From an optimization exercise on the open Yosys and OpenROAD flow, aimed at small area and a short achievable clock period; shortcuts taken in it are not production practice. Function was checked by simulation only, so behaviour that the tests miss may differ from the original. No activity file was given, so power comes from the tool's default toggle rates.

==> flow/design.v (outline; a module is shown in full before it is edited, if it fits) <==
// module SingleCycleProcessor: 99 lines
// module controlunit: 58 lines
// module controlsel: 33 lines
// module dec2q: 6 lines
// module and3s: 5 lines
// module selb2: 5 lines
// module dec2: 5 lines
// module aor16: 9 lines
// module sel2x32: 6 lines
// module ao21x32: 6 lines
// module sel4x32: 6 lines
// module aor17: 11 lines
// module extend: 14 lines
// module alu: 27 lines
// module ksadd: 662 lines
// module c_inv: 1 lines
// module c_nand2: 1 lines
// module c_nor2: 1 lines
// module c_aoi21: 1 lines
// module c_oai21: 1 lines
// module c_xor2: 1 lines
// module c_xnor2: 1 lines
// module aor8: 7 lines
// module msel: 11 lines
// module carry2: 5 lines
// module dec3: 10 lines
// module rot1: 6 lines
// module xbar8: 14 lines
module  SingleCycleProcessor(DBtheRegVal, PC, DBtheReg, Instr, clk, reset);
  // ...
==> flow/flow/run.sh <==
#!/bin/bash
# The standard layout (standard.sh) with these changes:
#  - plain buffers (sky130_fd_sc_hd__buf_2) on the ports instead of the
#    resizer's default choice (a delay cell);
#  - clock tree synthesis without dummy loads, with clkbuf_8 buffers and
#    sink clusters of up to 20 registers within 50 um (the clock-pin slew
#    stays near 110 ps and the insertion delay near the standard tree's).
# The full output of the flow goes to standard_flow.log (ORFS's own per-step
# logs are under orfs/logs).
set -o pipefail
export BUFFER_PORTS_ARGS="-buffer_cell sky130_fd_sc_hd__buf_2"
export CTS_ARGS="-sink_clustering_enable -repair_clock_nets -dont_use_dummy_load -buf_list sky130_fd_sc_hd__clkbuf_8 -sink_clustering_size 20 -sink_clustering_max_diameter 50"
bash standard.sh > standard_flow.log 2>&1
==> flow/standard.sh <==
#!/bin/bash
# synth_recipe.tcl (not shown) runs the flow's synth.tcl, then flattens the netlist and writes it again
# the make line also repeats each setting of config.mk as NAME=value (left out here)
make -C /OpenROAD-flow-scripts/flow DESIGN_CONFIG=/design/flow/config.mk WORK_HOME=/design/flow/orfs CLKGATE_MAP_FILE= SYNTH_SCRIPT=/design/flow/synth_recipe.tcl "${@:-finish}"
==> flow/config.mk <==
export PLATFORM = sky130hd
export DESIGN_NAME = SingleCycleProcessor
export DESIGN_NICKNAME = SingleCycleProcessor
export VERILOG_FILES = /design/flow/design.v
export SDC_FILE = /design/flow/constraint.sdc
export NUM_CORES = 4
export LEC_CHECK = 0
export CAP_MARGIN = 20
export CORE_MARGIN = 2
export CORE_UTILIZATION = 50
export SETUP_SLACK_MARGIN = 5
export SLEW_MARGIN = 20
export SYNTH_HIERARCHICAL = 1
export TNS_END_PERCENT = 0
==> flow/constraint.sdc <==
create_clock -name core_clock -period 10.0 [get_ports {clk}]
set_input_delay 2.0000 -clock core_clock [delete_from_list [all_inputs] [get_ports {clk}]]
set_output_delay 2.0000 -clock core_clock [all_outputs]
set_load 0.01 [all_outputs]
==> run summary, run 1 <==
run status=complete, no violations; multi-input logic portion of the cell area=38.99%; Regs by FF count=rf: 480 flops, mem: 256 flops, PC: 32 flops; Antenna diodes=7; Clock buf/inv share=2.541%; CTS buffer count=91; WP buf/inv=6; gp weighted congestion=1.019; Seq/total area=47.48%; max cap viols=0; final setup fails=0; drt total wl=214400 µm; maximum clock path buffer count=3; seq pwr=0.00424 W; combinational power=0.00295 W; fraction of layout cells with a size suffix above 1=24.01%; met3 Use GR=19.89%; R2R Path End=Z; CTS HTree Levels=3; Placed Area=44530 µm²; GR peak layer=met2; I/O pin count=102; Power Clock=0.00193 W; final hold slack=620.1 ps; Post-CTS Resized=235; FF-to-FF Start=PC[6]; FILL cells=7121; synthesized area=43180 µm²; Post-Place Cells=4572; Layout Skew=108.7 ps; Reg clk slew, reported paths=100 ps; initial core utilization=50.55%; Post-Synthesis Cells=3498; clock latency on the worst-skew pair=780 ps; CP startpoint=Instr[26]; met2 GRT Util=66.70%; part of the power in registers=46.5%; DRC viols=0
==> module SingleCycleProcessor, before the edit <==
module  SingleCycleProcessor(DBtheRegVal, PC, DBtheReg, Instr, clk, reset);
	output  [31:0]  DBtheRegVal;
	output  [31:0]  PC;
	input   [3:0]   DBtheReg;
	input   [31:0]  Instr;
	input           clk, reset;
	reg     [31:0]  PC;
	reg     [31:0]  rf [0:14];
	reg     [14:0]  vld;
	reg     [31:0]  mem [0:7];
	reg             N, Z, C, V;
	wire    [3:0]   Rn = Instr[19:16];
	wire    [3:0]   Rd = Instr[15:12];
	wire    [3:0]   Rm = Instr[3:0];
	wire            RegWrite, MemWrite, PCSrc, MemtoReg, Branch, IsStr;
	wire            UseRegB, Sub, IsLogic, FlagNZ, FlagCV;
	wire    [1:0]   LogicOp;
	controlunit u1(.Instr(Instr), .Flags({N, Z, C, V}),
	               .RegWrite(RegWrite), .MemWrite(MemWrite), .PCSrc(PCSrc),
	               .MemtoReg(MemtoReg), .Branch(Branch), .IsStr(IsStr),
	               .UseRegB(UseRegB), .Sub(Sub), .IsLogic(IsLogic), .LogicOp(LogicOp),
	               .FlagNZ(FlagNZ), .FlagCV(FlagCV));
	wire    [28:0]  PCHiInc = PC[31:3] + 29'd1;
	wire    [31:0]  PCPlus8 = {PCHiInc, PC[2:0]};
	wire    [31:0]  PCPlus4 = PC[2] ? {PCHiInc, 1'b0, PC[1:0]} : {PC[31:3], 1'b1, PC[1:0]};
	genvar g;
	wire    [15:0]  selA, selB, selD;
	wire            selImm;
	controlsel  u2(.Instr(Instr), .vld(vld), .DBtheReg(DBtheReg),
	               .selA(selA), .selB(selB), .selD(selD), .selImm(selImm));
	wire    [31:0]  ExtImm;
	extend  u4(.ExtImm(ExtImm), .theData(Instr[23:0]), .ImmSrc(Instr[27:26]));
	wire    [31:0]  SrcA, SrcB, RD2;
	aor16   rda(.s(selA), .d0(rf[0]), .d1(rf[1]), .d2(rf[2]), .d3(rf[3]), .d4(rf[4]),
	            .d5(rf[5]), .d6(rf[6]), .d7(rf[7]), .d8(rf[8]), .d9(rf[9]), .d10(rf[10]),
	            .d11(rf[11]), .d12(rf[12]), .d13(rf[13]), .d14(rf[14]), .d15(PCPlus8), .y(SrcA));
	aor17   rdb(.s(selB), .d0(rf[0]), .d1(rf[1]), .d2(rf[2]), .d3(rf[3]), .d4(rf[4]),
	            .d5(rf[5]), .d6(rf[6]), .d7(rf[7]), .d8(rf[8]), .d9(rf[9]), .d10(rf[10]),
	            .d11(rf[11]), .d12(rf[12]), .d13(rf[13]), .d14(rf[14]), .d15(PCPlus8),
	            .si(selImm), .di(ExtImm), .y(SrcB));
	assign  RD2 = SrcB;
	aor16   rdd(.s(selD), .d0(rf[0]), .d1(rf[1]), .d2(rf[2]), .d3(rf[3]), .d4(rf[4]),
	            .d5(rf[5]), .d6(rf[6]), .d7(rf[7]), .d8(rf[8]), .d9(rf[9]), .d10(rf[10]),
	            .d11(rf[11]), .d12(rf[12]), .d13(rf[13]), .d14(rf[14]), .d15(PCPlus8), .y(DBtheRegVal));
	wire    [31:0]  Sum, Logic;
	wire    [3:0]   ALUFlags;
	alu     u5(.Sum(Sum), .Logic(Logic), .ALUFlags(ALUFlags), .Sub(Sub),
	           .IsLogic(IsLogic), .LogicOp(LogicOp), .SrcA(SrcA), .SrcB(SrcB));
	wire    [7:0]   selM;
	msel    ms(.a(SrcA[4:0]), .b(Instr[4:0]), .sel(selM));
	wire    [31:0]  ReadData;
	aor8    rdm(.s(selM), .d0(mem[0]), .d1(mem[1]), .d2(mem[2]), .d3(mem[3]),
	            .d4(mem[4]), .d5(mem[5]), .d6(mem[6]), .d7(mem[7]), .y(ReadData));
	wire            uR = MemtoReg;
	wire            uL = IsLogic;
	wire            uS = ~MemtoReg & ~IsLogic;
	wire    [31:0]  Result, PCNext;
	wire    [31:0]  NotSum;
	sel2x32 resn(.y(NotSum), .a(ReadData), .sa(uR), .b(Logic), .sb(uL));
	ao21x32 resw(.y(Result), .a(Sum), .s(uS), .b(NotSum));
	sel4x32 resp(.y(PCNext), .a(Sum), .sa(uS & PCSrc), .b(ReadData), .sb(uR & PCSrc),
	             .c(Logic), .sc(uL & PCSrc), .d(PCPlus4), .sd(~PCSrc));
	always @(posedge clk, posedge reset) begin
		if (reset)
			PC <= 32'b0;
		else
			PC <= PCNext;
	end
	wire    [14:0]  wen;
	generate
		for (g = 0; g < 15; g = g + 1) begin : wr
			assign wen[g] = RegWrite & (Rd == g);
			always @(posedge clk)
				if (wen[g])
					rf[g] <= Result;
		end
		for (g = 0; g < 8; g = g + 1) begin : mw
			always @(posedge clk)
				if (MemWrite & selM[g])
					mem[g] <= RD2;
		end
	endgenerate
	always @(posedge clk, posedge reset) begin
		if (reset)
			vld <= 15'b0;
		else
			vld <= vld | wen;
	end
	always @(posedge clk) begin
		if (FlagNZ) begin
			N <= ALUFlags[3];
			Z <= ALUFlags[2];
		end
		if (FlagCV) begin
			C <= ALUFlags[1];
			V <= ALUFlags[0];
		end
	end
endmodule
==> inputs of run 2 (changes only) <==
--- a/flow/design.v
+++ b/flow/design.v
@@ -20,7 +20,8 @@
 	               .MemtoReg(MemtoReg), .Branch(Branch), .IsStr(IsStr),
 	               .UseRegB(UseRegB), .Sub(Sub), .IsLogic(IsLogic), .LogicOp(LogicOp),
 	               .FlagNZ(FlagNZ), .FlagCV(FlagCV));
-	wire    [28:0]  PCHiInc = PC[31:3] + 29'd1;
+	wire    [28:0]  PCHiInc;
+	pcinc   u0(.x(PC[31:3]), .y(PCHiInc));
 	wire    [31:0]  PCPlus8 = {PCHiInc, PC[2:0]};
 	wire    [31:0]  PCPlus4 = PC[2] ? {PCHiInc, 1'b0, PC[1:0]} : {PC[31:3], 1'b1, PC[1:0]};
 	genvar g;
@@ -950,6 +951,283 @@
 	assign co = g6_32_n;
 	assign c31 = g5_31;
 endmodule
+module pcinc(x, y);
+	input   [28:0]  x;
+	output  [28:0]  y;
+	wire a1_1;
+	wire a1_2;
+	wire a1_3;
+	wire a1_4;
+	wire a1_5;
+	wire a1_6;
+	wire a1_7;
+	wire a1_8;
+	wire a1_9;
+	wire a1_10;
+	wire a1_11;
+	wire a1_12;
+	wire a1_13;
+	wire a1_14;
+	wire a1_15;
+	wire a1_16;
+	wire a1_17;
+	wire a1_18;
+	wire a1_19;
+	wire a1_20;
+	wire a1_21;
+	wire a1_22;
+	wire a1_23;
+	wire a1_24;
+	wire a1_25;
+	wire a1_26;
+	wire a1_27;
+	wire a1_28;
+	wire a2_2;
+	wire x_0_n;
+	wire a2_3;
+	wire a2_4;
+	wire a2_5;
+	wire a2_6;
+	wire a2_7;
+	wire a2_8;
+	wire a2_9;
+	wire a2_10;
+	wire a2_11;
+	wire a2_12;
+	wire a2_13;
+	wire a2_14;
+	wire a2_15;
+	wire a2_16;
+	wire a2_17;
+	wire a2_18;
+	wire a2_19;
+	wire a2_20;
+	wire a2_21;
+	wire a2_22;
+	wire a2_23;
+	wire a2_24;
+	wire a2_25;
+	wire a2_26;
+	wire a2_27;
+	wire a2_28;
+	wire a3_4;
+	wire a3_5;
+	wire a1_1_n;
+	wire a3_6;
+	wire a3_7;
+	wire a3_8;
+	wire a3_9;
+	wire a3_10;
+	wire a3_11;
+	wire a3_12;
+	wire a3_13;
+	wire a3_14;
+	wire a3_15;
+	wire a3_16;
+	wire a3_17;
+	wire a3_18;
+	wire a3_19;
+	wire a3_20;
+	wire a3_21;
+	wire a3_22;
+	wire a3_23;
+	wire a3_24;
+	wire a3_25;
+	wire a3_26;
+	wire a3_27;
+	wire a3_28;
+	wire a4_8;
+	wire a4_9;
+	wire a4_10;
+	wire a2_2_n;
+	wire a4_11;
+	wire a2_3_n;
+	wire a4_12;
+	wire a4_13;
+	wire a4_14;
+	wire a4_15;
+	wire a4_16;
+	wire a4_17;
+	wire a4_18;
+	wire a4_19;
+	wire a4_20;
+	wire a4_21;
+	wire a4_22;
+	wire a4_23;
+	wire a4_24;
+	wire a4_25;
+	wire a4_26;
+	wire a4_27;
+	wire a4_28;
+	wire a5_16;
+	wire a5_17;
+	wire a5_18;
+	wire a5_19;
+	wire a5_20;
+	wire a3_4_n;
+	wire a5_21;
+	wire a3_5_n;
+	wire a5_22;
+	wire a3_6_n;
+	wire a5_23;
+	wire a3_7_n;
+	wire a5_24;
+	wire a5_25;
+	wire a5_26;
+	wire a5_27;
+	wire a5_28;
+	c_nand2 i1(.y(a1_1), .a(x[1]), .b(x[0]));
+	c_nand2 i2(.y(a1_2), .a(x[2]), .b(x[1]));
+	c_nand2 i3(.y(a1_3), .a(x[3]), .b(x[2]));
+	c_nand2 i4(.y(a1_4), .a(x[4]), .b(x[3]));
+	c_nand2 i5(.y(a1_5), .a(x[5]), .b(x[4]));
+	c_nand2 i6(.y(a1_6), .a(x[6]), .b(x[5]));
+	c_nand2 i7(.y(a1_7), .a(x[7]), .b(x[6]));
+	c_nand2 i8(.y(a1_8), .a(x[8]), .b(x[7]));
+	c_nand2 i9(.y(a1_9), .a(x[9]), .b(x[8]));
+	c_nand2 i10(.y(a1_10), .a(x[10]), .b(x[9]));
+	c_nand2 i11(.y(a1_11), .a(x[11]), .b(x[10]));
+	c_nand2 i12(.y(a1_12), .a(x[12]), .b(x[11]));
+	c_nand2 i13(.y(a1_13), .a(x[13]), .b(x[12]));
+	c_nand2 i14(.y(a1_14), .a(x[14]), .b(x[13]));
+	c_nand2 i15(.y(a1_15), .a(x[15]), .b(x[14]));
+	c_nand2 i16(.y(a1_16), .a(x[16]), .b(x[15]));
+	c_nand2 i17(.y(a1_17), .a(x[17]), .b(x[16]));
+	c_nand2 i18(.y(a1_18), .a(x[18]), .b(x[17]));
+	c_nand2 i19(.y(a1_19), .a(x[19]), .b(x[18]));
+	c_nand2 i20(.y(a1_20), .a(x[20]), .b(x[19]));
+	c_nand2 i21(.y(a1_21), .a(x[21]), .b(x[20]));
+	c_nand2 i22(.y(a1_22), .a(x[22]), .b(x[21]));
+	c_nand2 i23(.y(a1_23), .a(x[23]), .b(x[22]));
+	c_nand2 i24(.y(a1_24), .a(x[24]), .b(x[23]));
+	c_nand2 i25(.y(a1_25), .a(x[25]), .b(x[24]));
+	c_nand2 i26(.y(a1_26), .a(x[26]), .b(x[25]));
+	c_nand2 i27(.y(a1_27), .a(x[27]), .b(x[26]));
+	c_nand2 i28(.y(a1_28), .a(x[28]), .b(x[27]));
+	c_inv i29(.y(x_0_n), .a(x[0]));
+	c_nor2 i30(.y(a2_2), .a(a1_2), .b(x_0_n));
+	c_nor2 i31(.y(a2_3), .a(a1_3), .b(a1_1));
+	c_nor2 i32(.y(a2_4), .a(a1_4), .b(a1_2));
+	c_nor2 i33(.y(a2_5), .a(a1_5), .b(a1_3));
+	c_nor2 i34(.y(a2_6), .a(a1_6), .b(a1_4));
+	c_nor2 i35(.y(a2_7), .a(a1_7), .b(a1_5));
+	c_nor2 i36(.y(a2_8), .a(a1_8), .b(a1_6));
+	c_nor2 i37(.y(a2_9), .a(a1_9), .b(a1_7));
+	c_nor2 i38(.y(a2_10), .a(a1_10), .b(a1_8));
+	c_nor2 i39(.y(a2_11), .a(a1_11), .b(a1_9));
+	c_nor2 i40(.y(a2_12), .a(a1_12), .b(a1_10));
+	c_nor2 i41(.y(a2_13), .a(a1_13), .b(a1_11));
+	c_nor2 i42(.y(a2_14), .a(a1_14), .b(a1_12));
+	c_nor2 i43(.y(a2_15), .a(a1_15), .b(a1_13));
+	c_nor2 i44(.y(a2_16), .a(a1_16), .b(a1_14));
+	c_nor2 i45(.y(a2_17), .a(a1_17), .b(a1_15));
+	c_nor2 i46(.y(a2_18), .a(a1_18), .b(a1_16));
+	c_nor2 i47(.y(a2_19), .a(a1_19), .b(a1_17));
+	c_nor2 i48(.y(a2_20), .a(a1_20), .b(a1_18));
+	c_nor2 i49(.y(a2_21), .a(a1_21), .b(a1_19));
+	c_nor2 i50(.y(a2_22), .a(a1_22), .b(a1_20));
+	c_nor2 i51(.y(a2_23), .a(a1_23), .b(a1_21));
+	c_nor2 i52(.y(a2_24), .a(a1_24), .b(a1_22));
+	c_nor2 i53(.y(a2_25), .a(a1_25), .b(a1_23));
+	c_nor2 i54(.y(a2_26), .a(a1_26), .b(a1_24));
+	c_nor2 i55(.y(a2_27), .a(a1_27), .b(a1_25));
+	c_nor2 i56(.y(a2_28), .a(a1_28), .b(a1_26));
+	c_nand2 i57(.y(a3_4), .a(a2_4), .b(x[0]));
+	c_inv i58(.y(a1_1_n), .a(a1_1));
+	c_nand2 i59(.y(a3_5), .a(a2_5), .b(a1_1_n));
+	c_nand2 i60(.y(a3_6), .a(a2_6), .b(a2_2));
+	c_nand2 i61(.y(a3_7), .a(a2_7), .b(a2_3));
+	c_nand2 i62(.y(a3_8), .a(a2_8), .b(a2_4));
+	c_nand2 i63(.y(a3_9), .a(a2_9), .b(a2_5));
+	c_nand2 i64(.y(a3_10), .a(a2_10), .b(a2_6));
+	c_nand2 i65(.y(a3_11), .a(a2_11), .b(a2_7));
+	c_nand2 i66(.y(a3_12), .a(a2_12), .b(a2_8));
+	c_nand2 i67(.y(a3_13), .a(a2_13), .b(a2_9));
+	c_nand2 i68(.y(a3_14), .a(a2_14), .b(a2_10));
+	c_nand2 i69(.y(a3_15), .a(a2_15), .b(a2_11));
+	c_nand2 i70(.y(a3_16), .a(a2_16), .b(a2_12));
+	c_nand2 i71(.y(a3_17), .a(a2_17), .b(a2_13));
+	c_nand2 i72(.y(a3_18), .a(a2_18), .b(a2_14));
+	c_nand2 i73(.y(a3_19), .a(a2_19), .b(a2_15));
+	c_nand2 i74(.y(a3_20), .a(a2_20), .b(a2_16));
+	c_nand2 i75(.y(a3_21), .a(a2_21), .b(a2_17));
+	c_nand2 i76(.y(a3_22), .a(a2_22), .b(a2_18));
+	c_nand2 i77(.y(a3_23), .a(a2_23), .b(a2_19));
+	c_nand2 i78(.y(a3_24), .a(a2_24), .b(a2_20));
+	c_nand2 i79(.y(a3_25), .a(a2_25), .b(a2_21));
+	c_nand2 i80(.y(a3_26), .a(a2_26), .b(a2_22));
+	c_nand2 i81(.y(a3_27), .a(a2_27), .b(a2_23));
+	c_nand2 i82(.y(a3_28), .a(a2_28), .b(a2_24));
+	c_nor2 i83(.y(a4_8), .a(a3_8), .b(x_0_n));
+	c_nor2 i84(.y(a4_9), .a(a3_9), .b(a1_1));
+	c_inv i85(.y(a2_2_n), .a(a2_2));
+	c_nor2 i86(.y(a4_10), .a(a3_10), .b(a2_2_n));
+	c_inv i87(.y(a2_3_n), .a(a2_3));
+	c_nor2 i88(.y(a4_11), .a(a3_11), .b(a2_3_n));
+	c_nor2 i89(.y(a4_12), .a(a3_12), .b(a3_4));
+	c_nor2 i90(.y(a4_13), .a(a3_13), .b(a3_5));
+	c_nor2 i91(.y(a4_14), .a(a3_14), .b(a3_6));
+	c_nor2 i92(.y(a4_15), .a(a3_15), .b(a3_7));
+	c_nor2 i93(.y(a4_16), .a(a3_16), .b(a3_8));
+	c_nor2 i94(.y(a4_17), .a(a3_17), .b(a3_9));
+	c_nor2 i95(.y(a4_18), .a(a3_18), .b(a3_10));
+	c_nor2 i96(.y(a4_19), .a(a3_19), .b(a3_11));
+	c_nor2 i97(.y(a4_20), .a(a3_20), .b(a3_12));
+	c_nor2 i98(.y(a4_21), .a(a3_21), .b(a3_13));
+	c_nor2 i99(.y(a4_22), .a(a3_22), .b(a3_14));
+	c_nor2 i100(.y(a4_23), .a(a3_23), .b(a3_15));
+	c_nor2 i101(.y(a4_24), .a(a3_24), .b(a3_16));
+	c_nor2 i102(.y(a4_25), .a(a3_25), .b(a3_17));
+	c_nor2 i103(.y(a4_26), .a(a3_26), .b(a3_18));
+	c_nor2 i104(.y(a4_27), .a(a3_27), .b(a3_19));
+	c_nor2 i105(.y(a4_28), .a(a3_28), .b(a3_20));
+	c_nand2 i106(.y(a5_16), .a(a4_16), .b(x[0]));
+	c_nand2 i107(.y(a5_17), .a(a4_17), .b(a1_1_n));
+	c_nand2 i108(.y(a5_18), .a(a4_18), .b(a2_2));
+	c_nand2 i109(.y(a5_19), .a(a4_19), .b(a2_3));
+	c_inv i110(.y(a3_4_n), .a(a3_4));
+	c_nand2 i111(.y(a5_20), .a(a4_20), .b(a3_4_n));
+	c_inv i112(.y(a3_5_n), .a(a3_5));
+	c_nand2 i113(.y(a5_21), .a(a4_21), .b(a3_5_n));
+	c_inv i114(.y(a3_6_n), .a(a3_6));
+	c_nand2 i115(.y(a5_22), .a(a4_22), .b(a3_6_n));
+	c_inv i116(.y(a3_7_n), .a(a3_7));
+	c_nand2 i117(.y(a5_23), .a(a4_23), .b(a3_7_n));
+	c_nand2 i118(.y(a5_24), .a(a4_24), .b(a4_8));
+	c_nand2 i119(.y(a5_25), .a(a4_25), .b(a4_9));
+	c_nand2 i120(.y(a5_26), .a(a4_26), .b(a4_10));
+	c_nand2 i121(.y(a5_27), .a(a4_27), .b(a4_11));
+	c_nand2 i122(.y(a5_28), .a(a4_28), .b(a4_12));
+	c_inv o0(.y(y[0]), .a(x[0]));
+	c_xor2 o1(.y(y[1]), .a(x[1]), .b(x[0]));
+	c_xnor2 o2(.y(y[2]), .a(x[2]), .b(a1_1));
+	c_xor2 o3(.y(y[3]), .a(x[3]), .b(a2_2));
+	c_xor2 o4(.y(y[4]), .a(x[4]), .b(a2_3));
+	c_xnor2 o5(.y(y[5]), .a(x[5]), .b(a3_4));
+	c_xnor2 o6(.y(y[6]), .a(x[6]), .b(a3_5));
+	c_xnor2 o7(.y(y[7]), .a(x[7]), .b(a3_6));
+	c_xnor2 o8(.y(y[8]), .a(x[8]), .b(a3_7));
+	c_xor2 o9(.y(y[9]), .a(x[9]), .b(a4_8));
+	c_xor2 o10(.y(y[10]), .a(x[10]), .b(a4_9));
+	c_xor2 o11(.y(y[11]), .a(x[11]), .b(a4_10));
+	c_xor2 o12(.y(y[12]), .a(x[12]), .b(a4_11));
+	c_xor2 o13(.y(y[13]), .a(x[13]), .b(a4_12));
+	c_xor2 o14(.y(y[14]), .a(x[14]), .b(a4_13));
+	c_xor2 o15(.y(y[15]), .a(x[15]), .b(a4_14));
+	c_xor2 o16(.y(y[16]), .a(x[16]), .b(a4_15));
+	c_xnor2 o17(.y(y[17]), .a(x[17]), .b(a5_16));
+	c_xnor2 o18(.y(y[18]), .a(x[18]), .b(a5_17));
+	c_xnor2 o19(.y(y[19]), .a(x[19]), .b(a5_18));
+	c_xnor2 o20(.y(y[20]), .a(x[20]), .b(a5_19));
+	c_xnor2 o21(.y(y[21]), .a(x[21]), .b(a5_20));
+	c_xnor2 o22(.y(y[22]), .a(x[22]), .b(a5_21));
+	c_xnor2 o23(.y(y[23]), .a(x[23]), .b(a5_22));
+	c_xnor2 o24(.y(y[24]), .a(x[24]), .b(a5_23));
+	c_xnor2 o25(.y(y[25]), .a(x[25]), .b(a5_24));
+	c_xnor2 o26(.y(y[26]), .a(x[26]), .b(a5_25));
+	c_xnor2 o27(.y(y[27]), .a(x[27]), .b(a5_26));
+	c_xnor2 o28(.y(y[28]), .a(x[28]), .b(a5_27));
+endmodule
 module c_inv(y, a);        output y; input a;       assign y = ~a;              endmodule
 module c_nand2(y, a, b);   output y; input a, b;    assign y = ~(a & b);        endmodule
 module c_nor2(y, a, b);    output y; input a, b;    assign y = ~(a | b);        endmodule
==> run 2 against run 1 <==
Against the previous run: still clean on timing, DRC and antenna; register-to-register slack better by 440 ps; sequential share of layout area is 0.17 points lower; final cell count is 0.72% higher; die area hardly changed; count of clock-buffer cells in the layout is 7 lower; worst hold slack worse by 1.0 ps; design area is 0.36% higher; critical path type unchanged; largest cell class unchanged.
==> run summary, run 2 <==
max cap viols=0 (unchanged); Nets=3889; I/O pin count=102 (unchanged); Layout area overhead=14.45%; post-route non-filler standard cell count=4909; die width=298.0 µm; Post-Place Cells=4611 (+0.85%); Max-Slew Margin vs Limit=34.20%; final setup fails=0 (unchanged); Power Dens Cells=180.4 nW/µm²; Core Region=85410 µm²; synthesized area=43220 µm² (about the same); Die Ht=298.0 µm; hold buffers post-CTS=0; Fmax=0.1682 GHz; Yosys warning count=14; Detailed Routing Iterations Pass 1=15; Critical Path Fanout Max=18; Max Slew Vio Count=0; clock tree sinks=787; port bufs=101; Regs by FF count=rf: 480 flops, mem: 256 flops, PC: 32 flops; fraction of layout cells with a size suffix above 1=24.48% (+0.47 points); Reg clk slew, reported paths=50 ps (-50 ps); commonest non-fill, non-tap cell in the layout=edfxtp_1; Routed Antenna Nets=0; unrepaired setup endpoints after global routing=yes; Post-Synthesis Cells=3523 (+0.71%); max FFs per register=480; Leakage Power=17.13 nW; worst slew pin tran=987.0 ps; vias per inst=7.872; R2R Setup Slk=4790 ps; gp weighted congestion=1.036 (+1.7%); CTS buffer count=84 (-7.7%); WP data arrival=6410 ps; drt wl/cell=42.43 µm; R2R Path End=rf[13][29]; Synth Net Count=3656; antenna violations before repair=23; Tmin final=5946 ps; Layout Skew=150.6 ps (+41.94 ps); endpoints failing hold=0; Total GRT Usage=45.56%; DRC viols=0 (unchanged); CP startpoint=Instr[20]; syn_area_per_cell=12.27 µm²; worst min path class=reg -> reg; Critical Path Sink Type=flip-flop; final worst-path cycle share=59.46%; Largest Register=rf; CP required=10460 ps; setup_tns=0 ps; dpl hpwl=118800 µm; global-route wire length before repair=282700 µm; maximum VDD drop=0.1482 mV; Root Driver=clkbuf_8; largest net degree at the start of global routing=66; total grt overflow=0; CTS HTree Levels=3 (unchanged); vias post-DR=38650; FF-to-FF Start=PC[3]; run status=complete, no violations; r2r worst-path depth=16; commonest non-fill, non-tap cells in the layout=edfxtp_1 (740), a22oi_1 (344), a22o_1 (321); maximum clock path buffer count=3 (unchanged); FILL cells=7019 (-1.4%); Initial DRC Count=7666; critical path class=in -> reg; drt total wl=208300 µm (-2.8%); row cnt=107; number of global-route vias before repair=36310; CP startpoint kind=input port; worst setup path end=rf[2][25]; CTS tree=built; clock latency on the worst-skew pair=790 ps (about the same); initial core utilization=50.59% (about the same); Die ar.=88800 µm²
[run 2: final cells by class]
cell class | instances | area (µm²) | share of cell area [%]
timing repair buffer | 380 | 3425 | 6.924
antenna | 11 | 27.53 | 0.05565
sequential | 787 | 23400 | 47.31
multi-input combinational | 2371 | 19530 | 39.48
inverter | 132 | 495.5 | 1.002
clock buffer | 84 | 1156 | 2.337
tap | 1144 | 1431 | 2.894
[run 2: how the worst min path moves through the flow]
stage               startpoint      end  slack [ps]  depth (start not counted)
floorplan               vld[1]   vld[1]         470                          1
global placement       vld[14]  vld[14]         550                          1
detailed placement      vld[6]   vld[6]         530                          1
CTS                    vld[10]  vld[10]         600                          1
global route            vld[3]   vld[3]         610                          1
finish                  vld[1]   vld[1]         620                          1
[run 2: stage by stage]
step	power (W)	hold WS, ps	setup WS, ps	utilization [%]	area, µm²
detailed placement	0.006696	534.1	1732	52.25	44630
global placement	0.006657	546.4	1769	52.25	44630
CTS	0.008698	595.4	4275	57.37	49000
finish	0.008922	619.1	4054	57.91	49460
floorplan	0.005648	465.4	4340	-	43520
global route	0.009134	607.7	4018	57.88	49440
[run 2: what timing repair did]
| action | 4_1_cts | 5_1_grt |
|---|---|---|
| setup buffers | 160 | 15 |
| resized for setup | 274 | 53 |
| gates cloned | 25 | 3 |
| endpoints found under the hold margin | 0 | 0 |
| setup endpoints to repair | 920 | 1055 |
| pin swaps | 72 | 21 |
[run 2: worst max-delay path, cell delays in order]
cell,delay (ps)
buf_4,190
nor3b_4,330
and3b_1,310
a22oi_1,160
nor2b_4,180
buf_12,160
buf_4,400
a221oi_1,170
and3_1,220
nand3_4,210
xor2_2,210
nor2_1,110
nor2_1,280
nand2_1,230
nor2_2,300
a21oi_4,150
o21ai_2,290
xor2_1,150
a21o_4,310
[run 2: power breakdown]
part           switching, W  internal, W  total [W]
logic               0.00192     0.000946    0.00287
registers          0.000240      0.00397    0.00421
clock network       0.00110     0.000743    0.00185
total               0.00327      0.00565    0.00892
[run 2: routing by layer]
layer	wire length (µm)	track usage [%]	vias to the layer above
li1	-	-	14780
met1	70510	55.33	18860
met2	86320	65.87	3807
met3	31650	18.87	1184
met4	19590	31.40	20
met5	193	0	-
==> inputs of run 3 (changes only) <==
==> flow/flow/run.sh (replaced) <==
#!/bin/bash
# The standard layout (standard.sh) with these changes:
#  - plain buffers (sky130_fd_sc_hd__buf_2) on the ports instead of the
#    resizer's default choice (a delay cell);
#  - clock tree synthesis without dummy loads, with clkbuf_8 buffers and
#    sink clusters of up to 20 registers within 40 um (the clock-pin slew
#    stays near 100 ps and the insertion delay near the standard tree's).
# The full output of the flow goes to standard_flow.log (ORFS's own per-step
# logs are under orfs/logs).
set -o pipefail
export BUFFER_PORTS_ARGS="-buffer_cell sky130_fd_sc_hd__buf_2"
export CTS_ARGS="-sink_clustering_enable -repair_clock_nets -dont_use_dummy_load -buf_list sky130_fd_sc_hd__clkbuf_8 -sink_clustering_size 20 -sink_clustering_max_diameter 40"
bash standard.sh > standard_flow.log 2>&1
==> run 3 against run 2 <==
Against the previous run: first-iteration DRC count increased by 3.6%; synthesized cell count stayed put; critical path depth down 6; via count is 0.31% lower; critical endpoint is now Z; highest routed layer unchanged.
==> run summary, run 3 <==
CP required=10560 ps (+100 ps); run status=complete, no violations; Leakage Power=17.44 nW (+1.9%); Sw Pwr=0.003319 W (+1.6%); drt total wl=209500 µm (+0.60%); synthesized area=43220 µm² (unchanged); Reg clk slew, reported paths=60 ps (about the same); commonest non-fill, non-tap cell in the layout=edfxtp_1; FF-to-FF Start=PC[3]; Critical Path Sink Type=flip-flop; antenna violations before repair=18 (-22%); clock latency on the worst-skew pair=820 ps (+30 ps); Max Slew Vio Count=0 (unchanged); WHS Path Cells=1 (unchanged); DRC viols=0 (unchanged); R2R Setup Slk=4800 ps (about the same); gp weighted congestion=1.036 (unchanged); largest net degree at the start of global routing=66 (unchanged); vias per inst=7.788 (-1.1%); CTS buffer count=111 (+32%); slowest CP cell=or4_1; Total GRT Usage=45.02% (-0.54 points); Layout area overhead=16.19%; commonest non-fill, non-tap cells in the layout=edfxtp_1 (740), a22oi_1 (343), a22o_1 (322); I/O pin count=102 (unchanged); worst hold path endpoint=vld[10]; Regs by FF count=rf: 480 flops, mem: 256 flops, PC: 32 flops; FILL cells=6969 (-0.71%); Yosys warning count=14 (unchanged); WP data arrival=6540 ps (+130 ps); switch share=35.98% (-0.64 points); dpl hpwl=118800 µm (unchanged); worst-path cell chain=buf_2 -> nor2_4 -> and3_2 -> buf_4 -> a221oi_1 -> nand4_1 -> inv_1 -> ha_1 -> nand2_1 -> o31ai_1 -> or4_1 -> nor4_2 -> a41o_1; vias post-DR=38530 (-0.31%); unrepaired setup endpoints after global routing=yes; global-route wire length before repair=280000 µm (-0.96%); Fmax=0.1671 GHz (-0.62%); Worst path max stage delay=650 ps (+250 ps); part of the power in registers=45.6% (-1.5 points); critical path class=in -> reg; CP startpoint kind=input port; CTS HTree Levels=3 (unchanged); final worst-path cycle share=59.83% (+0.37 points); Post-Synthesis Cells=3523 (unchanged); maximum clock path buffer count=3 (unchanged); Root Driver=clkbuf_8; Critical Path Fanout Max=25 (+7); number of global-route vias before repair=36340 (+0.066%); die width=298.0 µm (unchanged); Die Ht=298.0 µm (unchanged); Final Cell Area=50210 µm² (+1.5%); fraction of layout cells with a size suffix above 1=26.45% (+2.0 points); Hold Crit Start=vld[10]; Detailed Routing Iterations Pass 1=13 (-2); CTS tree=built; row cnt=107 (unchanged); area of the multi-input gates=19780 µm² (+1.3%); initial core utilization=50.59% (unchanged); Largest Register=rf; R2R Path End=Z; WP buf/inv=3 (unchanged); worst slew pin tran=1108 ps (+121.3 ps); worst min path class=reg -> reg; FF+latch area=23400 µm² (unchanged); setup_tns=0 ps (unchanged); max cap viols=0 (unchanged); syn_area_per_cell=12.27 µm² (unchanged); Routed Antenna Nets=0 (unchanged); Synth Net Count=3656 (unchanged); Initial DRC Count=7943 (+3.6%); Max-Slew Margin vs Limit=26.12% (-8.1 points); Die ar.=88800 µm² (unchanged); Comb pwr share=31.5% (-0.7 points); total grt overflow=0 (unchanged); Post-Place Cells=4611 (unchanged); max FFs per register=480 (unchanged); maximum VDD drop=0.1445 mV (-2.5%); Clock power frac=22.9% (+2.2 points); Tmin final=5983 ps (+37.38 ps); endpoints failing hold=0 (unchanged); drt wl/cell=42.35 µm (-0.17%); Power Dens Cells=183.7 nW/µm² (+1.8%); Core Region=85410 µm² (unchanged); clock tree sinks=787 (unchanged); final core utilization=58.79% (+0.88 points); r2r worst-path depth=16 (unchanged); Pint=0.005905 W (+4.4%); port bufs=101 (unchanged); Placed Area=44630 µm² (unchanged); Top delay family on crit path=simple AND/OR/NAND/NOR gates; post-route non-filler standard cell count=4947 (+0.77%); Nets=3931 (+1.1%); Layout Skew=139.6 ps (-11.05 ps); final setup fails=0 (unchanged)
[run 3: cell count changes in the layout (fill, tap and decap cells not counted), moves of 5 or more]
| cell | change |
|---|---|
| clkbuf_8 | +27 |
| nor2_1 | -25 |
| nor2_2 | +22 |
| buf_4 | +12 |
| xor2_1 | -10 |
| clkbuf_16 | +6 |
| xor2_2 | +6 |
| a221oi_1 | -5 |
| a221oi_2 | +5 |
[run 3: worst max path at each step]
stage,startpoint,to,slack [ps],cells past startpoint
CTS,DBtheReg[3],DBtheRegVal[22],4260,8
global placement,Instr[20],rf[5][31],1770,18
finish,Instr[19],Z,4020,13
floorplan,Instr[26],rf[0][1],4340,19
global route,Instr[26],rf[2][13],4090,19
detailed placement,Instr[20],rf[9][31],1730,18
[run 3: final cells by class]
cell class              instances  area share [%]
flip-flops and latches        787           46.60
multi-input cells            2371           39.39
repair buffers                395           7.094
clock buffers                 111           3.042
well taps                    1144           2.851
inverters                     132          0.9867
diodes                          7         0.03488
[run 3: through the flow]
step / worst slack [ps] / hold slack (ps) / total power (W)
2_1_floorplan: 4340 / 465.4 / 0.005648
3_3_place_gp: 1769 / 546.4 / 0.006657
3_5_place_dp: 1732 / 534.1 / 0.006696
4_1_cts: 4262 / 588.2 / 0.008925
5_1_grt: 4095 / 600.8 / 0.009434
6_report: 4017 / 609.0 / 0.009225
[run 3: routing by layer]
layer	track usage, %	part of all wire [%]	vias up
met1	54.99	34	18710
met5	0.4329	0.14	-
met4	31.87	9.5	14
li1	-	-	14850
met3	17.58	15	1154
met2	65.08	42	3807
[run 3: timing repair]
action                     in CTS  in global routing
cloned                         21                  9
setup endpoints to repair     888               1051
pin swaps                      62                 45
gates resized for setup       228                163
hold buffers                    0                  0
buffers inserted              137                 51
[run 3: power groups by stage]
| stage | registers [W] | logic (W) | clock network (W) |
|---|---|---|---|
| after floorplan | 0.00414 | 0.00151 | 0 |
| after global placement | 0.00423 | 0.00243 | 0 |
| after detailed placement | 0.00423 | 0.00247 | 0 |
| after CTS | 0.00419 | 0.00262 | 0.00212 |
| after global routing | 0.00421 | 0.00300 | 0.00223 |
| final | 0.00421 | 0.00290 | 0.00211 |
==> module controlsel, before the edit <==
module controlsel(Instr, vld, DBtheReg, selA, selB, selD, selImm);
	input   [31:0]  Instr;
	input   [14:0]  vld;
	input   [3:0]   DBtheReg;
	output  [15:0]  selA, selB, selD;
	output          selImm;
	wire    [1:0]   Op = Instr[27:26];
	wire            Branch  = Op[1] & ~Op[0];
	wire            IsStr   = ~Op[1] & Op[0] & ~Instr[20];
	wire            UseRegB = ~Op[1] & ~Op[0] & ~Instr[25];
	assign          selImm  = ~(IsStr | UseRegB);
	wire    [3:0]   loA, loAu, hiA, loD, hiD, loM, hiM, loX, hiX;
	dec2q   p0(.a(Instr[17:16]), .q(~Branch), .y(loA));
	dec2    p1(.a(Instr[17:16]), .y(loAu));
	dec2    p2(.a(Instr[19:18]), .y(hiA));
	dec2q   p3(.a(Instr[13:12]), .q(IsStr),   .y(loD));
	dec2    p4(.a(Instr[15:14]), .y(hiD));
	dec2q   p5(.a(Instr[1:0]),   .q(UseRegB), .y(loM));
	dec2    p6(.a(Instr[3:2]), .y(hiM));
	dec2    p7(.a(DBtheReg[1:0]), .y(loX));
	dec2    p8(.a(DBtheReg[3:2]), .y(hiX));
	genvar g;
	generate
		for (g = 0; g < 15; g = g + 1) begin : s
			and3s  a(.y(selA[g]), .a(loA[g % 4]), .b(hiA[g / 4]), .c(vld[g]));
			selb2  b(.y(selB[g]), .a(loD[g % 4]), .b(hiD[g / 4]), .c(loM[g % 4]), .d(hiM[g / 4]), .v(vld[g]));
			and3s  d(.y(selD[g]), .a(loX[g % 4]), .b(hiX[g / 4]), .c(vld[g]));
		end
	endgenerate
	assign  selA[15] = Branch | (loAu[3] & hiA[3]);
	assign  selB[15] = (loD[3] & hiD[3]) | (loM[3] & hiM[3]);
	assign  selD[15] = loX[3] & hiX[3];
endmodule
==> module msel, before the edit <==
module msel(a, b, sel);
	input   [4:0]   a, b;
	output  [7:0]   sel;
	wire            c2;
	wire    [7:0]   da, t0, t;
	carry2  u0(.a(a[1:0]), .b(b[1:0]), .c(c2));
	dec3    u1(.a(a[4:2]), .y(da));
	dec3    u2(.a(b[4:2]), .y(t0));
	rot1    u3(.t0(t0), .c(c2), .t(t));
	xbar8   u4(.da(da), .t(t), .sel(sel));
endmodule
==> inputs of run 4 (changes only) <==
--- a/flow/design.v
+++ b/flow/design.v
@@ -164,14 +164,14 @@
 	output          selImm;
 	wire    [1:0]   Op = Instr[27:26];
 	wire            Branch  = Op[1] & ~Op[0];
-	wire            IsStr   = ~Op[1] & Op[0] & ~Instr[20];
+	wire            IsMem   = ~Op[1] & Op[0];
 	wire            UseRegB = ~Op[1] & ~Op[0] & ~Instr[25];
-	assign          selImm  = ~(IsStr | UseRegB);
+	assign          selImm  = ~(IsMem | UseRegB);
 	wire    [3:0]   loA, loAu, hiA, loD, hiD, loM, hiM, loX, hiX;
 	dec2q   p0(.a(Instr[17:16]), .q(~Branch), .y(loA));
 	dec2    p1(.a(Instr[17:16]), .y(loAu));
 	dec2    p2(.a(Instr[19:18]), .y(hiA));
-	dec2q   p3(.a(Instr[13:12]), .q(IsStr),   .y(loD));
+	dec2q   p3(.a(Instr[13:12]), .q(IsMem),   .y(loD));
 	dec2    p4(.a(Instr[15:14]), .y(hiD));
 	dec2q   p5(.a(Instr[1:0]),   .q(UseRegB), .y(loM));
 	dec2    p6(.a(Instr[3:2]), .y(hiM));
@@ -1246,12 +1246,12 @@
 	input   [4:0]   a, b;
 	output  [7:0]   sel;
 	wire            c2;
-	wire    [7:0]   da, t0, t;
+	wire    [7:0]   da, t0, s0;
 	carry2  u0(.a(a[1:0]), .b(b[1:0]), .c(c2));
 	dec3    u1(.a(a[4:2]), .y(da));
 	dec3    u2(.a(b[4:2]), .y(t0));
-	rot1    u3(.t0(t0), .c(c2), .t(t));
-	xbar8   u4(.da(da), .t(t), .sel(sel));
+	xbar8   u4(.da(da), .t(t0), .sel(s0));
+	rot1    u3(.t0(s0), .c(c2), .t(sel));
 endmodule
 module carry2(a, b, c);
 	input   [1:0]   a, b;
==> run 4 against run 3 <==
Against the previous run: still clean on timing, DRC and antenna; wire length increased by 3.9%; synthesized cell count unchanged; global-route usage increased by 2.1 points; first-iteration DRC count increased by 5.7%; setup slack improved by 46 ps; critical endpoint is now DBtheRegVal[31]; largest cell class unchanged.
==> run summary, run 4 <==
run status=complete, no violations; CTS HTree Levels=3 (unchanged); CTS buffer count=111 (unchanged); worst setup path end=DBtheRegVal[31]; port bufs=101 (unchanged); DRC viols=0 (unchanged); Final Cell Area=50320 µm² (+0.21%); Yosys warning count=14 (unchanged); worst slew pin tran=1107 ps (-1.445 ps); antenna violations before repair=18 (unchanged); dpl ws=2229 ps (+496.8 ps); commonest non-fill, non-tap cell in the layout=edfxtp_1; Post-Synthesis Cells=3523 (unchanged); maximum VDD drop=0.1195 mV (-17%); met3 Use GR=19.92% (+2.3 points); max cap viols=0 (unchanged); Root Driver=clkbuf_8; fraction of layout cells with a size suffix above 1=26.66% (+0.21 points); Die ar.=88780 µm² (about the same); clock latency on the worst-skew pair=820 ps (about the same); Power Dens Cells=188.4 nW/µm² (+2.5%); final worst-path cycle share=59.37% (-0.46 points); Routed Antenna Nets=0 (unchanged); maximum clock path buffer count=3 (unchanged); GR peak layer=met2; syn_area_per_cell=12.26 µm² (about the same); number of global-route vias before repair=37420 (+3.0%); die width=298.0 µm (about the same); Fmax=0.1684 GHz (+0.78%); final setup fails=0 (unchanged); Critical Path Sink Type=primary output; Nets=3923 (-0.20%); CTS tree=built; gp weighted congestion=1.004 (-3.1%); Max-Slew Margin vs Limit=25.65% (-0.47 points); Regs by FF count=rf: 480 flops, mem: 256 flops, PC: 32 flops; Reg clk slew, reported paths=50 ps (about the same); CP startpoint kind=input port; post-route non-filler standard cell count=4945 (-0.040%); Initial DRC Count=8392 (+5.7%); commonest non-fill, non-tap cells in the layout=edfxtp_1 (740), a22oi_1 (344), a22o_1 (322); initial core utilization=50.59% (about the same); Die Ht=298.0 µm (about the same); Total GRT Usage=47.08% (+2.1 points); Layout area overhead=16.45%; vias per inst=7.969 (+2.3%); CP required=8000 ps (-2560 ps); Leakage Power=17.40 nW (-0.24%); row cnt=107 (unchanged); FF-to-FF Start=PC[3]; critical path class=in -> out; Final WS setup=4063 ps (+46.13 ps); met2 GRT Util=67.94% (+2.9 points); met1 GRT Util=56.53% (+1.5 points); max FFs per register=480 (unchanged); FILL cells=6889 (-1.1%); endpoints failing hold=0 (unchanged); Tmin final=5937 ps (-46.13 ps); worst min path class=reg -> reg; Largest Register=rf; vias post-DR=39410 (+2.3%); total grt overflow=0 (unchanged); clock tree sinks=787 (unchanged); dpl hpwl=118900 µm (about the same); global-route wire length before repair=290800 µm (+3.8%); Core Region=85410 µm² (unchanged); largest net degree at the start of global routing=67 (+1.5%); unrepaired setup endpoints after global routing=yes; Placed Area=44640 µm² (about the same); R2R Setup Slk=4910 ps (+110 ps); drt wl/cell=44.02 µm (+3.9%); synthesized area=43210 µm² (about the same); Max Slew Vio Count=0 (unchanged); setup_tns=0 ps (unchanged); final hold slack=596.2 ps (-12.76 ps); WP data arrival=3940 ps (-2600 ps); Critical Path Fanout Max=15 (-40%); Post-Place Cells=4609 (-0.043%); Synth Net Count=3656 (unchanged); hold buffers post-CTS=0 (unchanged); Layout Skew=128.2 ps (-11.36 ps); CP startpoint=DBtheReg[1]; Detailed Routing Iterations Pass 1=15 (+2); I/O pin count=102 (unchanged); r2r worst-path depth=17 (+1); R2R Path End=Z; drt total wl=217700 µm (+3.9%)
## run 4: cell count changes in the layout (fill, tap and decap cells not counted), sizes merged
cell    delta
mux2      +14
inv        +1
nor3b      -1
bufbuf     +2
nand3      +1
nor2       +1
buf       -20
a211o      -1
clkbuf     -6
diode      +6
a21o       +1
## run 4: final cells by class
cell class	count	area (µm²)	area share (%)
timing repair buffer	371	3286	6.530
multi-input combinational	2386	20140	40.03
clock buffer	111	1528	3.036
inverter	133	499.2	0.9922
tap	1144	1431	2.845
antenna	13	32.53	0.06465
sequential	787	23400	46.50
## run 4: worst min-delay path by stage
| stage | startpoint | endpoint | slack (ps) | depth (start not counted) |
|---|---|---|---|---|
| 6_report | vld[7] | vld[7] | 600 | 1 |
| 5_1_grt | vld[7] | vld[7] | 610 | 1 |
| 3_3_place_gp | vld[2] | vld[2] | 540 | 1 |
| 3_5_place_dp | vld[9] | vld[9] | 530 | 1 |
| 4_1_cts | vld[7] | vld[7] | 580 | 1 |
| 2_1_floorplan | vld[1] | vld[1] | 470 | 1 |
## run 4: report_power, final
group,internal (W),switching [W],leakage [nW]
registers,0.00398,0.000230,7.35
clock network,0.000969,0.00117,0.798
logic,0.00101,0.00212,9.25
total,0.00596,0.00352,17.4
## run 4: metrics by stage
stage,util [%],total power (W)
after floorplan,-,0.005709
after global placement,52.27,0.006741
after CTS,57.23,0.009150
final,58.91,0.009479
after detailed placement,52.27,0.006781
after global routing,58.89,0.009648
## run 4: metal layers
| layer | vias to the layer above | wire (µm) |
|---|---|---|
| li1 | 14870 | - |
| met2 | 4160 | 89420 |
| met1 | 19100 | 72300 |
| met3 | 1266 | 34780 |
| met4 | 8 | 21040 |
| met5 | - | 138 |
## run 4: what timing repair did
item / 4_1_cts / 5_1_grt
gates resized for setup: 231 / 174
endpoints found under the setup margin: 1040 / 1221
setup buffers: 116 / 54
pin swaps: 56 / 49
gates cloned: 35 / 7
## run 4: worst max-delay path, cell delays in order
cell and delay [ps]:
buf_8 110, nor2b_1 170, and3_4 250, buf_12 170, a22o_2 250, a221oi_2 200, nand4_1 450, buf_2 310
==> module alu, before the edit <==
module alu(Sum, Logic, ALUFlags, Sub, IsLogic, LogicOp, SrcA, SrcB);
	output  [31:0]  Sum, Logic;
	output  [3:0]   ALUFlags;
	input           Sub, IsLogic;
	input   [1:0]   LogicOp;
	input   [31:0]  SrcA, SrcB;
	wire    [31:0]  B = SrcB ^ {32{Sub}};
	wire    [31:0]  P = SrcA ^ B;
	wire            Cout, C31;
	ksadd   add(.a(SrcA), .b(B), .p(P), .ci(Sub), .s(Sum), .co(Cout), .c31(C31));
	reg     [31:0]  Logic;
	always @(*) begin
		case (LogicOp)
			2'b00:   Logic = SrcA & SrcB;
			2'b01:   Logic = SrcA | SrcB;
			default: Logic = SrcA ^ SrcB;
		endcase
	end
	wire    [31:0]  K = {SrcA[30:0] | B[30:0], Sub};
	wire            ZSum = ~|(P ^ K);
	wire            ZLogic = ~|Logic;
	wire    N = IsLogic ? Logic[31] : Sum[31];
	wire    Z = IsLogic ? ZLogic : ZSum;
	wire    C = ~IsLogic & Cout;
	wire    V = ~IsLogic & (Cout ^ C31);
	assign  ALUFlags = {N, Z, C, V};
endmodule
==> inputs of run 5 (changes only) <==
--- a/flow/design.v
+++ b/flow/design.v
@@ -272,15 +272,17 @@
 	wire    [31:0]  P = SrcA ^ B;
 	wire            Cout, C31;
 	ksadd   add(.a(SrcA), .b(B), .p(P), .ci(Sub), .s(Sum), .co(Cout), .c31(C31));
+	wire    [31:0]  K = {SrcA[30:0] | B[30:0], Sub};
+	wire    [31:0]  AndAB = SrcA & B;
+	wire    [31:0]  OrAB = SrcA | B;
 	reg     [31:0]  Logic;
 	always @(*) begin
 		case (LogicOp)
-			2'b00:   Logic = SrcA & SrcB;
-			2'b01:   Logic = SrcA | SrcB;
-			default: Logic = SrcA ^ SrcB;
+			2'b00:   Logic = AndAB;
+			2'b01:   Logic = OrAB;
+			default: Logic = P;
 		endcase
 	end
-	wire    [31:0]  K = {SrcA[30:0] | B[30:0], Sub};
 	wire            ZSum = ~|(P ^ K);
 	wire            ZLogic = ~|Logic;
 	wire    N = IsLogic ? Logic[31] : Sum[31];
==> run 5 against run 4 <==
Against the previous run: still clean; flip-flop and latch count did not move; register-to-register slack got worse by 90 ps; maximum frequency rose by 0.33%; non-clock buffer count rose by 4; sequential power barely moved; count of clock-buffer cells in the layout fell by 7; synthesized cell count fell by 1.4%; clock skew rose by 11 ps; via count rose by 0.24%; largest power group unchanged.
==> run summary, run 5 <==
synthesized area=42610 µm² (-1.4%); Power Dens Cells=189.6 nW/µm² (+0.62%); total grt overflow=0 (unchanged); gp weighted congestion=1.101 (+9.7%); CTS buffer count=104 (-6.3%); drt total wl=218100 µm (+0.17%); die width=295.9 µm (-0.68%); Initial DRC Count=8478 (+1.0%); Max Slew Vio Count=0 (unchanged); critical path class=in -> out; CP required=8000 ps (about the same); number of global-route vias before repair=36800 (-1.6%); Die ar.=87580 µm² (-1.4%); final hold slack=602.3 ps (+6.035 ps); initial core utilization=50.28% (-0.30 points); Largest Register=rf; worst min path class=reg -> reg; CTS tree=built; Total GRT Usage=46.93% (-0.15 points); DRC viols=0 (unchanged); GR peak layer=met2; clock tree sinks=787 (unchanged); CTS HTree Levels=3 (unchanged); Core Region=84750 µm² (-0.78%); final setup fails=0 (unchanged); Leakage Power=17.21 nW (-1.1%); CP startpoint kind=input port; commonest non-fill, non-tap cell in the layout=edfxtp_1; vias per inst=8.083 (+1.4%); Die Ht=295.9 µm (-0.68%); global-route wire length before repair=284000 µm (-2.3%); Max-Slew Margin vs Limit=25.99% (+0.34 points); Comb pwr share=33.6% (+0.6 points); Detailed Routing Iterations Pass 1=12 (-3); maximum VDD drop=0.1318 mV (+10%); Routed Antenna Nets=0 (unchanged); Post-Synthesis Cells=3473 (-1.4%); maximum clock path buffer count=3 (unchanged); I/O pin count=102 (unchanged); Fmax=0.1690 GHz (+0.33%); drt wl/cell=44.62 µm (+1.4%); Reg clk slew, reported paths=60 ps (about the same); Yosys warning count=14 (unchanged); Root Driver=clkbuf_8; WHS Path Cells=1 (unchanged); Layout area overhead=16.75%; WP data arrival=3920 ps (-20 ps); row cnt=107 (unchanged); port bufs=101 (unchanged); part of the power in registers=44.5% (about the same); max cap viols=0 (unchanged); Layout Skew=139.6 ps (+11.41 ps); met1 GRT Util=56.44% (-0.095 points); Sw Pwr=0.003514 W (-0.20%); Critical Path Sink Type=primary output; Regs by FF count=rf: 480 flops, mem: 256 flops, PC: 32 flops; worst slew pin tran=1108 ps (+0.9795 ps); max FFs per register=480 (unchanged); unrepaired setup endpoints after global routing=yes; vias post-DR=39500 (+0.24%); antenna violations before repair=16 (-2); syn_area_per_cell=12.27 µm² (about the same); Clock power frac=21.9% (-0.7 points); final worst-path cycle share=59.18% (-0.19 points); fraction of layout cells with a size suffix above 1=26.50% (-0.17 points); final core utilization=58.71% (-0.20 points); run status=complete, no violations; largest net degree at the start of global routing=54 (-19%); endpoints failing hold=0 (unchanged); met3 Use GR=20.09% (+0.17 points); switch share=37.26% (+0.11 points); met2 GRT Util=68.20% (+0.26 points); Tmin final=5918 ps (-19.42 ps); Nets=3797 (-3.2%); Synth Net Count=3543 (-3.1%); Pint=0.005917 W (-0.69%); r2r worst-path depth=17 (unchanged); dpl hpwl=123900 µm (+4.3%); Critical Path Fanout Max=32 (+17); setup_tns=0 ps (unchanged); commonest non-fill, non-tap cells in the layout=edfxtp_1 (740), a22oi_1 (368), a22o_1 (323); clock latency on the worst-skew pair=850 ps (+30 ps)
-- run 5: metrics by stage --
| stage | cells | setup slack [ps] | cell area [µm²] | power, W |
|---|---|---|---|---|
| after floorplan | 3473 | 4463 | 43170 | 0.005689 |
| after global placement | 4556 | 2354 | 44200 | 0.006729 |
| after detailed placement | 4556 | 2280 | 44220 | 0.006772 |
| after CTS | 4779 | 4288 | 48150 | 0.008961 |
| after global routing | 4880 | 4144 | 49730 | 0.009590 |
| final | 4887 | 4082 | 49750 | 0.009431 |
-- run 5: per-layer routing --
metal / routed length (µm) / up-vias
li1: - / 14870
met1: 71860 / 19250
met2: 91910 / 4079
met3: 33740 / 1292
met4: 20340 / 10
met5: 198 / -
-- run 5: timing repair --
action / in CTS / in global routing
setup buffers: 100 / 74
cloned: 19 / 16
hold buffers: 0 / 0
setup endpoints to repair: 1094 / 1261
gates resized for setup: 230 / 117
pin swaps: 56 / 64
-- run 5: power groups by stage --
| stage | logic, W | registers (W) | clock network (W) |
|---|---|---|---|
| after floorplan | 0.00154 | 0.00415 | 0 |
| after global placement | 0.00251 | 0.00422 | 0 |
| after detailed placement | 0.00255 | 0.00422 | 0 |
| after CTS | 0.00273 | 0.00417 | 0.00206 |
| after global routing | 0.00322 | 0.00419 | 0.00218 |
| final | 0.00317 | 0.00420 | 0.00206 |
-- run 5: worst paths after layout --
path / from / endpoint / slack [ps]
setup reg to reg: PC[9] / Z / 4820
min in group asynchronous: reset / PC[1] / 1450
setup / recovery: DBtheReg[0] / DBtheRegVal[31] / 4080
hold / removal: vld[10] / vld[10] / 600
hold reg to reg: vld[10] / vld[10] / 600
max in group asynchronous: reset / PC[22] / 7960
-- run 5: layout make-up --
type / instances / area [µm²]
Fill cell: 6832 / 34990
Multi-Input combinational cell: 2407 / 19820
Tap cell: 1144 / 1431
Clock buffer: 104 / 1431
Timing Repair Buffer: 375 / 3430
Inverter: 52 / 195.2
Sequential cell: 787 / 23400
Antenna cell: 18 / 45.04
-- run 5: worst max-delay path: stages --
cell and delay (ps):
buf_2 120, and2b_2 210, and3_2 210, buf_8 250
a221oi_2 320, nand4_1 430, buf_2 300
==> inputs of run 6 (changes only) <==
--- a/flow/config.mk
+++ b/flow/config.mk
@@ -8,7 +8,7 @@
 export CAP_MARGIN = 20
 export CORE_MARGIN = 2
 export CORE_UTILIZATION = 50
-export SETUP_SLACK_MARGIN = 5
+export SETUP_SLACK_MARGIN = 4.2
 export SLEW_MARGIN = 20
 export SYNTH_HIERARCHICAL = 1
 export TNS_END_PERCENT = 0
==> run 6 against run 5 <==
Against the previous run: synthesized area did not move; non-clock buffer count fell by 37; register-to-register slack lost 140 ps; critical path depth rose by 14; setup slack got worse by 120 ps; clock power hardly changed; count of clock-buffer cells in the layout up 1; flip-flop and latch count unchanged; wire length decreased by 4.9%; total power fell by 1.4%; global-route usage decreased by 2.4 points; largest power group unchanged.
==> run summary, run 6 <==
Max Slew Vio Count=0 (unchanged); port bufs=101 (unchanged); Largest Register=rf; worst slew pin tran=1094 ps (-14.09 ps); number of cells on the critical path=21 (+14); Nets=3751 (-1.2%); Layout Skew=110.4 ps (-29.25 ps); vias post-DR=38290 (-3.1%); Total GRT Usage=44.58% (-2.4 points); worst-path cell chain=buf_2 -> inv_1 -> nor2_2 -> and3_2 -> a22o_4 -> buf_6 -> a22o_1 -> a221oi_1 -> and3_1 -> nand3_4 -> xnor2_4 -> inv_1 -> nor2_1 -> nor2_1 -> nand2_1 -> nor2_1 -> nand2_1 -> o21ai_1 -> xor2_1 -> a21o_2 -> buf_4; commonest non-fill, non-tap cell in the layout=edfxtp_1; CP startpoint=Instr[26]; max FFs per register=480 (unchanged); CP startpoint kind=input port; CTS tree=built; Root Driver=clkbuf_8; Die Ht=295.9 µm (unchanged); initial core utilization=50.28% (unchanged); FILL cells=6933 (+1.5%); drt total wl=207300 µm (-4.9%); R2R Path End=rf[10][29]; final worst-path cycle share=60.42% (+1.2 points); worst min path class=reg -> reg; Critical Path Fanout Max=19 (-41%); dpl hpwl=124000 µm (about the same); Final Cell Area=48630 µm² (-2.3%); met3 Use GR=15.17% (-4.9 points); Synth Net Count=3543 (unchanged); Fmax=0.1655 GHz (-2.1%); Final WS setup=3958 ps (-123.9 ps); Comb pwr share=33.1% (-0.5 points); Top delay family on crit path=simple AND/OR/NAND/NOR gates; final hold slack=565.8 ps (-36.46 ps); worst setup path end=rf[5][23]; maximum VDD drop=0.1222 mV (-7.3%); unrepaired setup endpoints after global routing=yes; fraction of layout cells with a size suffix above 1=24.00% (-2.5 points); max cap viols=0 (unchanged); Layout area overhead=14.12%; largest net degree at the start of global routing=66 (+22%); maximum clock path buffer count=3 (unchanged); WP buf/inv=5 (+2); switch share=36.57% (-0.69 points); antenna violations before repair=4 (-12); drt wl/cell=42.97 µm (-3.7%); final core utilization=57.38% (-1.3 points); r2r worst-path depth=16 (-1); met2 GRT Util=66.74% (-1.5 points); Worst path max stage delay=410 ps (-20 ps); Regs by FF count=rf: 480 flops, mem: 256 flops, PC: 32 flops; Critical Path Sink Type=flip-flop; total grt overflow=0 (unchanged); met1 GRT Util=55.71% (-0.73 points); vias per inst=7.935 (-1.8%); area of the multi-input gates=19320 µm² (-2.5%); synthesized area=42610 µm² (unchanged); Detailed Routing Iterations Pass 1=13 (+1); WP data arrival=6560 ps (+2640 ps); gp weighted congestion=1.026 (-6.7%); most used cell, CP=nor2_1; part of the power in registers=44.8% (+0.3 points); global-route wire length before repair=270500 µm (-4.8%); R2R Setup Slk=4680 ps (-140 ps); I/O pin count=102 (unchanged); final setup fails=0 (unchanged); Pint=0.005896 W (-0.34%); Leakage Power=16.78 nW (-2.5%); Power Dens Cells=191.2 nW/µm² (+0.84%); hold buffers post-CTS=0 (unchanged); clock latency on the worst-skew pair=790 ps (-60 ps); run status=complete, no violations; Initial DRC Count=7881 (-7.0%); Tmin final=6042 ps (+123.9 ps); number of global-route vias before repair=35420 (-3.7%); Reg clk slew, reported paths=50 ps (about the same); CTS buffer count=105 (+0.96%); Die ar.=87580 µm² (unchanged); FF+latch area=23400 µm² (about the same); die width=295.9 µm (unchanged); Post-Synthesis Cells=3473 (unchanged); dpl ws=1472 ps (-808.5 ps); Yosys warning count=14 (unchanged); Sw Pwr=0.003400 W (-3.3%); GR peak layer=met2; endpoints failing hold=0 (unchanged); CTS HTree Levels=3 (unchanged); Core Region=84750 µm² (unchanged); commonest non-fill, non-tap cells in the layout=edfxtp_1 (740), a22oi_1 (365), a22o_1 (323); syn_area_per_cell=12.27 µm² (unchanged); critical path class=in -> reg; setup_tns=0 ps (unchanged); Clock power frac=22.1% (+0.2 points); CP required=10520 ps (+2520 ps); slowest CP cell=a22o_4; row cnt=107 (unchanged); Max-Slew Margin vs Limit=26.93% (+0.94 points); DRC viols=0 (unchanged); Placed Area=43820 µm² (-0.91%); FF-to-FF Start=PC[3]; clock tree sinks=787 (unchanged); Routed Antenna Nets=0 (unchanged)
==> run 6: how the worst min path moves through the flow <==
| stage | from | end | slack [ps] | cells after the start |
|---|---|---|---|---|
| 6_report | vld[2] | vld[2] | 570 | 1 |
| 3_3_place_gp | vld[10] | vld[10] | 540 | 1 |
| 3_5_place_dp | vld[2] | vld[2] | 530 | 1 |
| 5_1_grt | vld[2] | vld[2] | 600 | 1 |
| 2_1_floorplan | vld[11] | vld[11] | 460 | 2 |
| 4_1_cts | vld[2] | vld[2] | 550 | 1 |
==> run 6: timing repair <==
action                     in CTS  in global routing
setup endpoints to repair     804                802
gates resized for setup       125                243
setup buffers                  51                 87
pin swaps                      13                 69
cloned                          2                 17
==> run 6: per-stage QoR <==
stage / instances / total power [W]
3_5_place_dp: 4561 / 0.006704
4_1_cts: 4719 / 0.008805
5_1_grt: 4824 / 0.009491
6_report: 4825 / 0.009296
2_1_floorplan: 3473 / 0.005589
3_3_place_gp: 4561 / 0.006676
==> run 6: cell type report <==
| cell class | count | share of cell area [%] |
|---|---|---|
| Clock buffer | 105 | 2.972 |
| Inverter | 52 | 0.4014 |
| Multi-Input combinational cell | 2397 | 39.72 |
| Timing Repair Buffer | 338 | 5.838 |
| Tap cell | 1144 | 2.943 |
| Antenna cell | 2 | 0.01029 |
| Sequential cell | 787 | 48.12 |
==> run 6: metal layers <==
metal  wire length (µm)  vias to the layer above
li1                   -                    14770
met1              69350                    18620
met2              89610                     3785
met3              31520                     1118
met4              16830                        0
met5                  0                        -
==> run 6: power by group through the flow <==
stage                     clock network [W]  logic [W]  registers (W)
after global routing                0.00217    0.00315        0.00417
after CTS                           0.00206    0.00259        0.00416
after detailed placement                  0    0.00248        0.00422
after global placement                    0    0.00245        0.00422
final                               0.00206    0.00307        0.00417
after floorplan                           0    0.00144        0.00415

[afterwards: timing with drivers on the ports]
Ports are ideal in the flow. The routed layouts listed here were re-timed in OpenROAD.
Step 1 assumes that a clkbuf_16 drives the clock port and a buf_2 every other input.
Step 2 moves the port delays by t, midway between the first and last clock arrival at a register: inputs arrive t later, outputs are due t later. That takes back most of the time a late clock gives input paths.
Three values: ideal ports, drivers, drivers and shift; two values: the first two.
| run | t (ns) | setup WS [ns] | slew at the worst register clock pin (ns) |
|---|---|---|---|
| run 1 | 0.798 | 3.932 / 3.922 / 3.124 | 0.12 / 0.12 |
| run 2 | 0.788 | 4.054 / 4.014 / 3.308 | 0.11 / 0.11 |
| run 3 | 0.826 | 4.017 / 3.955 / 3.238 | 0.09 / 0.09 |
| run 4 | 0.825 | 4.063 / 4.009 / 3.301 | 0.09 / 0.09 |
| run 5 | 0.849 | 4.082 / 4.032 / 3.290 | 0.10 / 0.10 |
| run 6 | 0.808 | 3.958 / 3.941 / 3.196 | 0.09 / 0.09 |
After both steps every run listed still meets setup and hold. The setup slack of run 1, which loses most, moves by -0.010 ns with the drivers and by -0.808 ns with both steps.
